From an optimization exercise on the open Yosys and OpenROAD flow, aimed at small area; shortcuts taken in it are not production practice.
Only simulation tests tie the RTL to the original design; equivalence was not proved.
The flow treats the clock pin as an ideal source. Dropping or thinning the clock tree relies on that and would not hold on a real chip.
Power and IR drop assume default switching activity.

==> flow/design.v <==
module top (
	input clk12MHz,
	input rst,
	input SPI_MISO_IN,
	output SPI_CLK_OUT,
	output SPI_MOSI_OUT,
	output SPI_CS_OUT,
	output led1,
	output led2,
	output led3,
	output led4,
	output led5,
	output led6,
	output led7,
	output led8,
	output lcol1,
	output lcol2,
	output lcol3,
	output lcol4
	);
	reg [1:0] ph;         
	reg [11:0] tmr;       
	reg state;            
	reg [3:0] sc;         
	reg first_done;       
	reg miso_bit;         
	reg [7:0] din;        
	reg [3:0] p;
	always @(*) begin
		case ({ph, tmr[1:0]})
			4'b00_00: p = 4'd0;
			4'b01_01: p = 4'd1;
			4'b10_10: p = 4'd2;
			4'b00_11: p = 4'd3;
			4'b01_00: p = 4'd4;
			4'b10_01: p = 4'd5;
			4'b00_10: p = 4'd6;
			4'b01_11: p = 4'd7;
			4'b10_00: p = 4'd8;
			4'b00_01: p = 4'd9;
			4'b01_10: p = 4'd10;
			4'b10_11: p = 4'd11;
			default:  p = 4'bxxxx;
		endcase
	end
	wire c1 = (p == 4'd0);                          
	wire c2 = (p == 4'd1);                          
	wire c8 = (p == 4'd7);                          
	wire spi_hi = (p >= 4'd1) && (p <= 4'd6);       
	wire win_m = (p >= 4'd2) && (p <= 4'd6);        
	wire win_2 = (p >= 4'd2) && (p <= 4'd7);        
	wire was_load = state & (sc == 4'd8);
	wire rst_d = ~state & ~sc[3] & tmr[1];
	always @(posedge clk12MHz) begin
		if (rst) begin
			ph <= 2'd2;
			tmr <= 12'hfff;
		end else begin
			ph <= (ph == 2'd2) ? 2'd0 : ph + 2'd1;
			tmr <= tmr + 12'd1;
		end
	end
	always @(posedge clk12MHz) begin
		if (rst) begin
			state <= 1'b0;
			sc <= 4'd0;
			first_done <= 1'b0;
		end else if (c2) begin
			if (state) begin
				sc <= sc + 4'd1;
				if (sc == 4'd7) state <= 1'b0;
			end else
				state <= 1'b1;
			if (sc[3]) first_done <= 1'b1;
		end
	end
	always @(posedge clk12MHz)
		if (c1) miso_bit <= SPI_MISO_IN;
	always @(posedge clk12MHz)
		if (c8 && !was_load) din <= {din[6:0], miso_bit};
	function [7:0] pat(input [2:0] j);
		pat = (16'hd9ff << j) >> 8;
	endfunction
	wire [2:0] j2 = sc[2:0] - {2'b00, win_2};
	wire [7:0] col2 = (~state | ~sc[3]) ? 8'hff : pat(j2);
	wire [2:0] jm = sc[2:0] - {2'b00, win_m};
	wire [7:0] pm = pat(jm);
	wire mosi_zero = ~first_done & (sc == 4'd0) & (win_m | ~state);
	wire mosi_one = ~state | (first_done & ~sc[3]);
	wire [7:0] col1 = {state, 3'b111, ~sc};
	wire [7:0] col3 = din;
	reg [7:0] leds;
	reg [3:0] lcol;
	always @(*) begin
		if (rst_d) begin
			leds = 8'h00;
			lcol = 4'b0000;
		end else case (tmr[11:10])
			2'b00: begin leds = col1;  lcol = 4'b1110; end
			2'b01: begin leds = col2;  lcol = 4'b1101; end
			2'b10: begin leds = col3;  lcol = 4'b1011; end
			default: begin leds = 8'hff; lcol = 4'b0111; end
		endcase
	end
	assign { led8, led7, led6, led5, led4, led3, led2, led1 } = leds;
	assign { lcol4, lcol3, lcol2, lcol1 } = lcol;
	assign SPI_CS_OUT = c2 ? (state & (sc == 4'd7)) : ~state;
	assign SPI_CLK_OUT = state & ~spi_hi;
	assign SPI_MOSI_OUT = ~mosi_zero & (mosi_one | pm[7]);
endmodule
clock: 10.0 ns
lec_check: 0
cap_margin: 20
core_margin: 2
core_utilization: 40
slew_margin: 20
standard.sh (not shown) runs the stock make flow with config.mk's settings and CLKGATE_MAP_FILE= SYNTH_SCRIPT=/design/flow/synth_recipe.tcl, a recipe that flattens the netlist after the stock synthesis.
==> flow/flow/run.sh <==
#!/bin/bash
# Own layout flow: the standard synthesis, then its combinational logic
# re-mapped for area (flip-flops untouched; the smallest of a few ABC
# scripts is kept), then the standard layout steps with 1x port buffers and
# a clock tree of one buffer.
set -euo pipefail
W=$PWD
F=$W/flow
R=$W/orfs/results/$FLOW_PLATFORM/top/base
export LIB=$FLOW_HOME/platforms/$FLOW_PLATFORM/lib/sky130_fd_sc_hd__tt_025C_1v80.lib

bash standard.sh synth > $W/run_synth.log 2>&1
cp $R/1_2_yosys.v $W/1_2_yosys_standard.v

export NETLIST_IN=$W/1_2_yosys_standard.v
for s in abc1 abc2 abc3; do
  ( NETLIST_OUT=$W/reopt_$s.v ABC_SCRIPT=$F/$s.abc \
    yosys -c $F/reopt.ys > $W/run_reopt_$s.log 2>&1 || true ) &
done
wait
best=""; best_area=""
for s in abc1 abc2 abc3; do
  [[ -f $W/reopt_$s.v.stat ]] || continue
  a=$(awk '/Chip area/ {print $NF}' $W/reopt_$s.v.stat)
  echo "$s $a" >> $W/reopt_areas.txt
  if [[ -z "$best" ]] || awk -v a="$a" -v b="$best_area" 'BEGIN{exit !(a<b)}'; then
    best=$s; best_area=$a
  fi
done
echo "best $best $best_area" >> $W/reopt_areas.txt

cp $W/reopt_$best.v $R/1_2_yosys.v
rm -f $R/1_synth.odb $R/1_synth.sdc
bash standard.sh BUFFER_PORTS_ARGS="-buffer_cell sky130_fd_sc_hd__buf_1" \
  PRE_CTS_TCL=$F/cts_one_buffer.tcl ONE_CLOCK_BUFFER=sky130_fd_sc_hd__clkbuf_16 CLOCK_PORT=clk12MHz \
  finish > $W/run_finish.log 2>&1
Other scripts of this flow, unchanged in this note and not shown: flow/flow/abc1.abc, flow/flow/abc2.abc, flow/flow/abc3.abc, flow/flow/cts_one_buffer.tcl, flow/flow/reopt.ys
Next try:
--- a/flow/design.v
+++ b/flow/design.v
@@ -48,9 +48,9 @@
 	wire c8 = (p == 4'd7);                          
 	wire spi_hi = (p >= 4'd1) && (p <= 4'd6);       
 	wire win_m = (p >= 4'd2) && (p <= 4'd6);        
 	wire win_2 = (p >= 4'd2) && (p <= 4'd7);        
-	wire was_load = state & (sc == 4'd8);
+	wire was_load = state & ((sc == 4'd8) | ((sc == 4'd0) & ~first_done));
 	wire rst_d = ~state & ~sc[3] & tmr[1];
 	always @(posedge clk12MHz) begin
 		if (rst) begin
 			ph <= 2'd2;
@@ -74,22 +74,25 @@
 			if (sc[3]) first_done <= 1'b1;
 		end
 	end
 	always @(posedge clk12MHz)
-		if (c1) miso_bit <= SPI_MISO_IN;
+		if (c1 && state) miso_bit <= SPI_MISO_IN;
 	always @(posedge clk12MHz)
 		if (c8 && !was_load) din <= {din[6:0], miso_bit};
 	function [7:0] pat(input [2:0] j);
 		pat = (16'hd9ff << j) >> 8;
 	endfunction
-	wire [2:0] j2 = sc[2:0] - {2'b00, win_2};
-	wire [7:0] col2 = (~state | ~sc[3]) ? 8'hff : pat(j2);
-	wire [2:0] jm = sc[2:0] - {2'b00, win_m};
-	wire [7:0] pm = pat(jm);
-	wire mosi_zero = ~first_done & (sc == 4'd0) & (win_m | ~state);
-	wire mosi_one = ~state | (first_done & ~sc[3]);
+	wire ff_c = ~state | (first_done & ~sc[3]);
+	wire zero_c = ~first_done & (sc == 4'd0);
+	function [7:0] view(input prev, input zero, input ff, input st, input [2:0] k);
+		if (zero & (prev | ~st)) view = 8'h00;
+		else if (ff) view = 8'hff;
+		else view = pat(k - {2'b00, prev});
+	endfunction
 	wire [7:0] col1 = {state, 3'b111, ~sc};
+	wire [7:0] col2 = view(win_2, zero_c, ff_c, state, sc[2:0]);
 	wire [7:0] col3 = din;
+	wire [7:0] mosi_v = view(win_m, zero_c, ff_c, state, sc[2:0]);
 	reg [7:0] leds;
 	reg [3:0] lcol;
 	always @(*) begin
 		if (rst_d) begin
@@ -105,6 +108,6 @@
 	assign { led8, led7, led6, led5, led4, led3, led2, led1 } = leds;
 	assign { lcol4, lcol3, lcol2, lcol1 } = lcol;
 	assign SPI_CS_OUT = c2 ? (state & (sc == 4'd7)) : ~state;
 	assign SPI_CLK_OUT = state & ~spi_hi;
-	assign SPI_MOSI_OUT = ~mosi_zero & (mosi_one | pm[7]);
+	assign SPI_MOSI_OUT = mosi_v[7];
 endmodule
Wire length grows by 0.93%.
Synthesized cell count rose by 6.8%.
Total power climbs by 3.3%.
Critical path depth stays the same.
Register-to-register slack gets worse by 150 ps.
Via count rose by 7.2%.
Setup slack is better by 64 ps.
In every run of this note, the design's own scripts or RTL, not TritonCTS, make the clock network.

==> re-timing with driven ports <==
The flow's constraints put no driver on any port. The routed layouts listed below were extracted and timed again, unchanged, in two steps. Step 1 sets driving cells, clkbuf_16 on the clock port and buf_2 on the other inputs (assumed; they add their load-dependent delay and slew). Step 2 moves the port delays by t, midway between the first and last clock arrival at a register: inputs arrive t later, outputs are due t later. That takes back most of the time a late clock gives input paths. Three values: no drivers, after step 1, after step 2; two values: the first two.
run | t (ns) | setup slack, ns | worst setup path at the end | pins driven straight from the clock port
the first run | 0.193 | 5.073 / 5.043 / 5.236 | register to output | 1
the second run | 0.193 | 5.138 / 5.109 / 5.302 | register to output | 1
After both steps setup and hold are still met in every run listed.
